Background: an optimization exercise with open tools, aiming at small area, a short achievable clock period and few clock cycles per item. Do not read the settings as production practice. Only simulation tests tie the RTL to the original design; equivalence was not proved.

==> flow/design.v <==
module mod_exp(
    input clk,
    input rst,
    input start,
    input [31:0] base,
    input [31:0] exponent,
    input [31:0] modulus,
    output [31:0] result,
    output reg done
);
    localparam integer J1 = 4;               
    localparam integer J2 = 7;               
    localparam integer DW = 32 + J2 - J1;    
    localparam integer CR = 18;              
    reg        busy;
    reg        ph;        
    reg        indiv;     
    reg        tone;      
    reg        sred;      
    reg        rn;        
    reg [31:0] s, t, e, M;
    reg [DW-1:0] D;       
    reg [5:0]  L0;        
    reg [5:0]  lim;       
    assign result = t;
    wire tcp = ph && tone && !sred && !indiv;
    wire cp  = ph && tone && sred && !indiv && !rn;
    wire eph = ph && !cp;                   
    wire [31:0] A = (eph && !tcp) ? t : s;
    wire [31:0] P;
    booth32 u_mul(.a(A), .b(s), .p(P));
    wire [31:0] x [0:J2];
    assign x[0] = A;
    genvar k;
    generate
        for (k = 1; k <= J2; k = k + 1) begin : g_step
            wire [31:0] xin = (k == J2 - J1 + 1) ? ((indiv || tcp) ? x[k-1] : P) : x[k-1];
            csub #(.DW(DW)) u_cs(.x(xin), .d(D >> (k - 1)), .en(lim >= k), .y(x[k]));
        end
    endgenerate
    wire norm = !M[31] && !sred;
    wire nz16 = (M[31:16] == 16'd0);
    wire nz4 = (M[31:28] == 4'd0);
    wire [5:0] nsh = nz16 ? 6'd16 : nz4 ? 6'd4 : 6'd1;
    wire rn4 = (lim >= 6'd4);
    wire [5:0] rsh = rn4 ? 6'd4 : 6'd1;
    wire [31:0] Mn = !busy ? modulus :
                     norm ? (nz16 ? {M[15:0], 16'd0} : nz4 ? {M[27:0], 4'd0} : {M[30:0], 1'b0}) :
                     rn ? (rn4 ? {4'd0, M[31:4]} : {1'b0, M[31:1]}) : M;
    wire fin = (lim <= J2);
    wire ehz = (e[31:1] == 31'd0);
    wire step = !norm && !rn && !(cp && ehz);
    wire fin_all = (!ph && ehz) || (!norm && cp && ehz) || (step && fin && eph && ehz);
    wire [6:0] k0 = {L0, 1'b0} - 7'd2 * (1 + J2 - J1) - 7'd32;    
    always @(posedge clk) begin
        M <= Mn;
        if (!busy || norm || rn || fin)
            D <= {Mn, {(J2-J1){1'b0}}};
        else
            D <= D >> J2;
        if (!busy) begin
            s <= base;
            e <= exponent;
            ph <= exponent[0];
            indiv <= 1'b0;
            tone <= 1'b1;
            sred <= 1'b0;
            rn <= 1'b0;
            L0 <= 6'd1 + J2 - J1;
            lim <= 6'd1 + J2 - J1;
        end else if (!ph && ehz) begin
            t <= 32'd1;            
        end else if (norm) begin
            L0 <= L0 + nsh;
            lim <= L0 + nsh;
        end else if (rn) begin
            L0 <= L0 - rsh;
            if (lim == rsh) begin
                rn <= 1'b0;
                lim <= L0 - rsh;
            end else begin
                lim <= lim - rsh;
            end
        end else if (cp && ehz) begin
            t <= s;                
        end else begin
            if (eph) t <= x[J2]; else s <= x[J2];
            if (cp) begin
                t <= s;
                tone <= 1'b0;
            end
            if (fin) begin
                lim <= L0;
                indiv <= 1'b0;
                if (!eph) begin
                    e <= e >> 1;
                    ph <= e[1];
                    sred <= 1'b1;
                    if (!sred && L0 >= CR + 1 + J2 - J1) begin
                        rn <= 1'b1;
                        lim <= k0[5:0];
                    end
                end else begin
                    ph <= 1'b0;
                    tone <= 1'b0;
                end
            end else begin
                lim <= lim - J2;
                indiv <= 1'b1;
                if (cp) ph <= 1'b0;
            end
        end
    end
    always @(posedge clk or posedge rst) begin
        if (rst) begin
            busy <= 1'b0;
            done <= 1'b0;
        end else if (start) begin
            busy <= 1'b1;
            done <= 1'b0;
        end else if (busy && fin_all) begin
            busy <= 1'b0;
            done <= 1'b1;
        end
    end
endmodule
module booth32(input [31:0] a, input [31:0] b, output [31:0] p);
  wire [32:0] bb = {b, 1'b0};
  wire [31:0] rows [0:15];
  wire [31:0] negv;
  genvar i;
  generate for (i = 0; i < 16; i = i + 1) begin : g
    wire b0 = bb[2*i], b1 = bb[2*i+1], b2 = bb[2*i+2];
    wire neg = b2 & ~(b1 & b0);
    wire one = b1 ^ b0;
    wire two = (b2 & ~b1 & ~b0) | (~b2 & b1 & b0);
    wire [32:0] a2 = {a, 1'b0};
    wire [31:0] mag = ({32{one}} & a) | ({32{two}} & a2[31:0]);
    wire [31:0] r = (mag ^ {32{neg}});
    assign rows[i] = r << (2*i);
    assign negv[2*i] = neg;
    assign negv[2*i+1] = 1'b0;
  end endgenerate
  assign p = rows[0] + rows[1] + rows[2] + rows[3] + rows[4] + rows[5] + rows[6] + rows[7] + rows[8] + rows[9] + rows[10] + rows[11] + rows[12] + rows[13] + rows[14] + rows[15] + negv;
endmodule
module csub #(parameter DW = 35) (input [31:0] x, input [DW-1:0] d, input en, output [31:0] y);
  reg [31:0] g, p, G, P, c;
  integer l, i, j;
  always @* begin
    for (i = 0; i < 32; i = i + 1) begin
      g[i] = x[i] & ~d[i];
      p[i] = x[i] ^ ~d[i];
    end
    G = g; P = p;
    G[0] = g[0] | p[0];    
    for (l = 0; l < 5; l = l + 1)
      for (i = 0; i < 32; i = i + 1)
        if (((i + 1) % (2 << l)) == 0) begin
          j = i - (1 << l);
          G[i] = G[i] | (P[i] & G[j]);
          P[i] = P[i] & P[j];
        end
    for (l = 3; l >= 0; l = l - 1)
      for (i = 0; i < 32; i = i + 1)
        if (((i + 1) % (2 << l)) == (1 << l) && i >= (2 << l)) begin
          j = i - (1 << l);
          G[i] = G[i] | (P[i] & G[j]);
          P[i] = P[i] & P[j];
        end
    c[0] = 1'b1;
    for (i = 1; i < 32; i = i + 1) c[i] = G[i-1];
  end
  wire ge = G[31] & ~(|d[DW-1:32]) & en;
  assign y = ge ? (p ^ c) : x;
endmodule
clock: 95.0 ns
lec_check: 0
abc_area: 1
cap_margin: 20
core_margin: 2
core_utilization: 60
place_density: 0.68
slew_margin: 20
standard.sh (not shown) runs the stock make flow with config.mk's settings and CLKGATE_MAP_FILE= SYNTH_SCRIPT=/design/flow/synth_recipe.tcl, a recipe that flattens the netlist after the stock synthesis.
==> flow/flow/run.sh <==
#!/bin/bash
# The standard layout, with timing repair aimed at a 20.8 ns cycle
# (the design's 95 ns clock less a 74.2 ns setup margin) instead of 95 ns.
set -euo pipefail
bash standard.sh SETUP_SLACK_MARGIN=74.2 finish > standard_flow.log 2>&1
Testbench counts at the start, summed over its fixed seeds: cycles 24,137, ops 320.
Next try:
==> flow/flow/run.sh (replaced) <==
#!/bin/bash
# The standard layout, with timing repair aimed at a 20.2 ns cycle
# (the design's 95 ns clock less a 74.8 ns setup margin) instead of 95 ns.
set -euo pipefail
bash standard.sh SETUP_SLACK_MARGIN=74.8 finish > standard_flow.log 2>&1
What happened: Sequential share of layout area shrinks by 0.16 points. Fmax climbs by about 2.3%. Non-clock buffer count goes up by 38. Synthesized cell count stays the same. Wire length came out higher by about 1.3%. Clock-buffer cell count stays the same. Cell area goes up by 1.4%. Worst hold slack improves by 0.013 ns.

==> separate check: timing with driven ports <==
The results above use ideal ports. As a check the final layouts listed here were re-extracted and re-timed, cells and wires unchanged.
Step 1 sets driving cells, clkbuf_16 on the clock port and buf_2 on the other inputs (assumed; they add their load-dependent delay and slew).
Step 2 adds t to the input delays and takes it off the output delays; t is the mean of the earliest and latest rising clock arrival at the registers after step 1. Input paths then give back, and output paths get back, about the clock's delay inside the block.
Slacks: ideal / step 1 / step 2; pairs: ideal / step 1.
| run | t (ns) | slack for setup (ns) | worst hold slack (ns) | worst slew at a driven data input, ns |
|---|---|---|---|---|
| the first run | 0.528 | 74.359 / 74.301 / 74.830 | 0.513 / 0.513 / 0.513 | 0.09 |
| the second run | 0.514 | 74.815 / 74.758 / 74.938 | 0.526 / 0.526 / 0.526 | 0.08 |
After both steps setup and hold are still met in every run listed.
